This is an optimization exercise on Yosys and OpenROAD, whose aim is small area, not a production implementation.
Function was checked by simulation only, so behaviour that the tests miss may differ from the original.
The clock port is modelled as an ideal driver; clocking choices that lean on that would not hold on a real chip.
Power is estimated from default activity; no workload was simulated.

## yarrow
## ride_fsm
module ride_fsm #(
  parameter int DEBOUNCE_CYCLES = 3,
  parameter int PERSIST_CYCLES  = 5,
  parameter int SHUTDOWN_TIMEOUT= 20
)(
  input  logic clk,
  input  logic rst_n,
  input  logic vibration_raw,
  input  logic queue_raw,
  input  logic brake_raw,
  input  logic restraint_raw,
  input  logic mask_vibration,
  input  logic mask_queue,
  input  logic mask_brake,
  input  logic mask_restraint,
  output logic [1:0] state,
  output logic alarm,
  output logic [2:0] fault_code
);
Size in the first run: ~16 I/O pins, ~660 um^2 of cells after synthesis.
clock: 5.0 ns
lec_check: 0
cap_margin: 20
core_area: 2.3 2.72 57.5 59.84
cts_cluster_diameter: 100
cts_cluster_size: 30
die_area: 0 0 59.8 62.56
slew_margin: 20
standard.sh (not shown) runs the stock make flow with config.mk's settings and CLKGATE_MAP_FILE= SYNTH_SCRIPT=/design/flow/synth_recipe.tcl, a recipe that flattens the netlist after the stock synthesis.
==> flow/flow/run.sh <==
#!/bin/bash
# Own layout flow: the standard synthesis, then every combinational cell
# set to the smallest drive of its family, then the standard layout with
# buf_1 as the port buffer cell. Each tool's output goes to a log of its own.
set -euo pipefail
W=$(pwd)
R=$W/orfs/results/$FLOW_PLATFORM/ride_fsm/base
bash standard.sh synth > synth.log 2>&1
openroad -no_init -exit flow/downsize.tcl > downsize.log 2>&1
touch "$R/1_synth.sdc"
bash standard.sh "BUFFER_PORTS_ARGS=-buffer_cell sky130_fd_sc_hd__buf_1" finish > layout.log 2>&1
==> flow/flow/downsize.tcl <==
# Set each combinational cell of the synthesized netlist to the smallest-area
# cell of its family (same name up to the drive suffix).
set R [pwd]/orfs/results/$::env(FLOW_PLATFORM)/ride_fsm/base
read_db $R/1_synth.odb
set db [ord::get_db]
set dont {probe lpflow}
set n 0
foreach inst [[ord::get_db_block] getInsts] {
  set m [$inst getMaster]
  set name [$m getName]
  if {![regexp {^(sky130_fd_sc_hd__)([a-z0-9]+)_([0-9]+)$} $name -> pre base drv]} continue
  if {[string match "df*" $base] || [string match "sdf*" $base] || [string match "edf*" $base] || [string match "dl*" $base]} continue
  set best $m
  set barea [expr {[$m getWidth] * [$m getHeight]}]
  foreach d {0 1 2 3 4 6 8 12 16} {
    set alt [$db findMaster "${pre}${base}_$d"]
    if {$alt eq "NULL"} continue
    set a [expr {[$alt getWidth] * [$alt getHeight]}]
    if {$a < $barea} { set best $alt; set barea $a }
  }
  if {$best ne $m} {
    puts "[$inst getName]: $name -> [$best getName]"
    $inst swapMaster $best
    incr n
  }
}
puts "downsized $n cells"
write_db $R/1_synth.odb
diff inputs: yarrow => delta
Settings: CTS_CLUSTER_SIZE no longer set, was 30; CTS_CLUSTER_DIAMETER no longer set, was 100.
==> flow/flow/run.sh <==
#!/bin/bash
# Own layout flow: the standard synthesis; every combinational cell set to
# the smallest drive of its family; the standard floorplan and placement
# with buf_1 as the port buffer cell; a clock tree of one clock buffer in place
# of TritonCTS; then the standard routing and finish.
# Each tool's output goes to a log of its own in this folder.
set -euo pipefail
W=$(pwd)
R=$W/orfs/results/$FLOW_PLATFORM/ride_fsm/base
PB="BUFFER_PORTS_ARGS=-buffer_cell sky130_fd_sc_hd__buf_1"
bash standard.sh synth > synth.log 2>&1
openroad -no_init -exit flow/downsize.tcl > downsize.log 2>&1
touch "$R/1_synth.sdc"
bash standard.sh "$PB" place > place.log 2>&1
RDIR=$R CLKBUF=sky130_fd_sc_hd__clkbuf_8 openroad -no_init -exit flow/mycts.tcl > cts.log 2>&1
bash standard.sh "$PB" finish > finish.log 2>&1
==> flow/flow/mycts.tcl (new file) <==
# Clock tree of one buffer: all register clock pins on one clock buffer,
# placed at the centre of the registers, in place of TritonCTS.
set R $::env(RDIR)
read_db $R/3_place.odb
read_liberty $::env(FLOW_HOME)/platforms/$::env(FLOW_PLATFORM)/lib/sky130_fd_sc_hd__tt_025C_1v80.lib
read_sdc $R/3_place.sdc
source $::env(FLOW_HOME)/platforms/$::env(FLOW_PLATFORM)/setRC.tcl
set block [ord::get_db_block]
set clk [$block findNet clk]
set xs 0; set ys 0; set n 0
foreach it [$clk getITerms] {
  set bb [[$it getInst] getBBox]
  set xs [expr {$xs + ([$bb xMin]+[$bb xMax])/2}]
  set ys [expr {$ys + ([$bb yMin]+[$bb yMax])/2}]
  incr n
}
set dbu [$block getDbUnitsPerMicron]
set x [expr {double($xs)/$n/$dbu}]; set y [expr {double($ys)/$n/$dbu}]
puts "clock sinks $n, centre $x $y"
insert_buffer -buffer_cell $::env(CLKBUF) -net clk -location [list $x $y] -buffer_name clkbuf_0_clk -net_name clknet_0_clk
set bi NULL; foreach i [$block getInsts] { if {[string match clkbuf_0_clk* [$i getName]]} { set bi $i } }; foreach it [$bi getITerms] { set nn [$it getNet]; if {$nn ne "NULL"} { puts "[[$it getMTerm] getName] -> [$nn getName] ([llength [$nn getITerms]] iterms)"; $nn setSigType CLOCK } }

detailed_placement
check_placement -verbose
set_propagated_clock [all_clocks]
estimate_parasitics -placement
report_clock_skew
report_worst_slack -max
report_worst_slack -min
write_db $R/4_1_cts.odb
write_sdc -no_timestamp $R/4_cts.sdc
Results
delta: no failed stages, no open violations at the end. Internal power consumption: delta vs yarrow down 4.8%. Across both runs, total power was lower for delta than for yarrow. Relative to yarrow, the design area measured on delta has decreased slightly. Between yarrow and delta, area growth from synthesis to final layout is higher for yarrow, delta comes in under that.
The following lists how zinc was set up differently from delta:
==> flow/flow/run.sh <==
#!/bin/bash
# Own layout flow: the standard synthesis, then every combinational cell
# set to the smallest drive of its family, then the standard layout with
# buf_1 as the port buffer cell. Each tool's output goes to a log of its own.
set -euo pipefail
W=$(pwd)
R=$W/orfs/results/$FLOW_PLATFORM/ride_fsm/base
bash standard.sh synth > synth.log 2>&1
openroad -no_init -exit flow/downsize.tcl > downsize.log 2>&1
touch "$R/1_synth.sdc"
bash standard.sh "BUFFER_PORTS_ARGS=-buffer_cell sky130_fd_sc_hd__buf_1" finish > layout.log 2>&1
removed: flow/flow/mycts.tcl
==> comparison <==
Comparing delta and zinc, the lower area growth from synthesis to layout was measured on delta.
zinc went all the way through the flow, and no timing, DRC or antenna check failed.
delta and zinc ended up with nearly the same peak clock frequency supported by timing.
Detailed route, zinc vs delta: via total higher for zinc
Comparing delta and zinc, the higher count of clock-buffer cells in the layout was measured on zinc.
After detailed routing, delta needs less wire than zinc.
Summary of zinc over delta: internal power went up, post-layout total power has increased.

## re-timing with driven ports
The flow's constraints put no driver on any port. The routed layouts listed below were extracted and timed again, unchanged, in two steps.
Step 1 (the two cells are an assumption about what drives the block):
set clk [get_ports {clk}]
set_driving_cell -lib_cell sky130_fd_sc_hd__clkbuf_16 $clk
set_driving_cell -lib_cell sky130_fd_sc_hd__buf_2 [delete_from_list [all_inputs] $clk]
Step 2 times the ports against the registers' clock, not the clock port: input delays grow and output delays shrink by t, the midpoint of the rising clock arrivals with the driver on.
Slacks: no drivers / after step 1 / after step 2; pairs: no drivers / after step 1.
run	t (ns)	slack for setup (ns)	worst setup path at the end
yarrow	0.315	2.235 / 2.211 / 2.211	input to output
delta	0.185	2.235 / 2.211 / 2.211	input to output
zinc	0.315	2.235 / 2.211 / 2.211	input to output
After both steps every run listed still meets setup and hold.
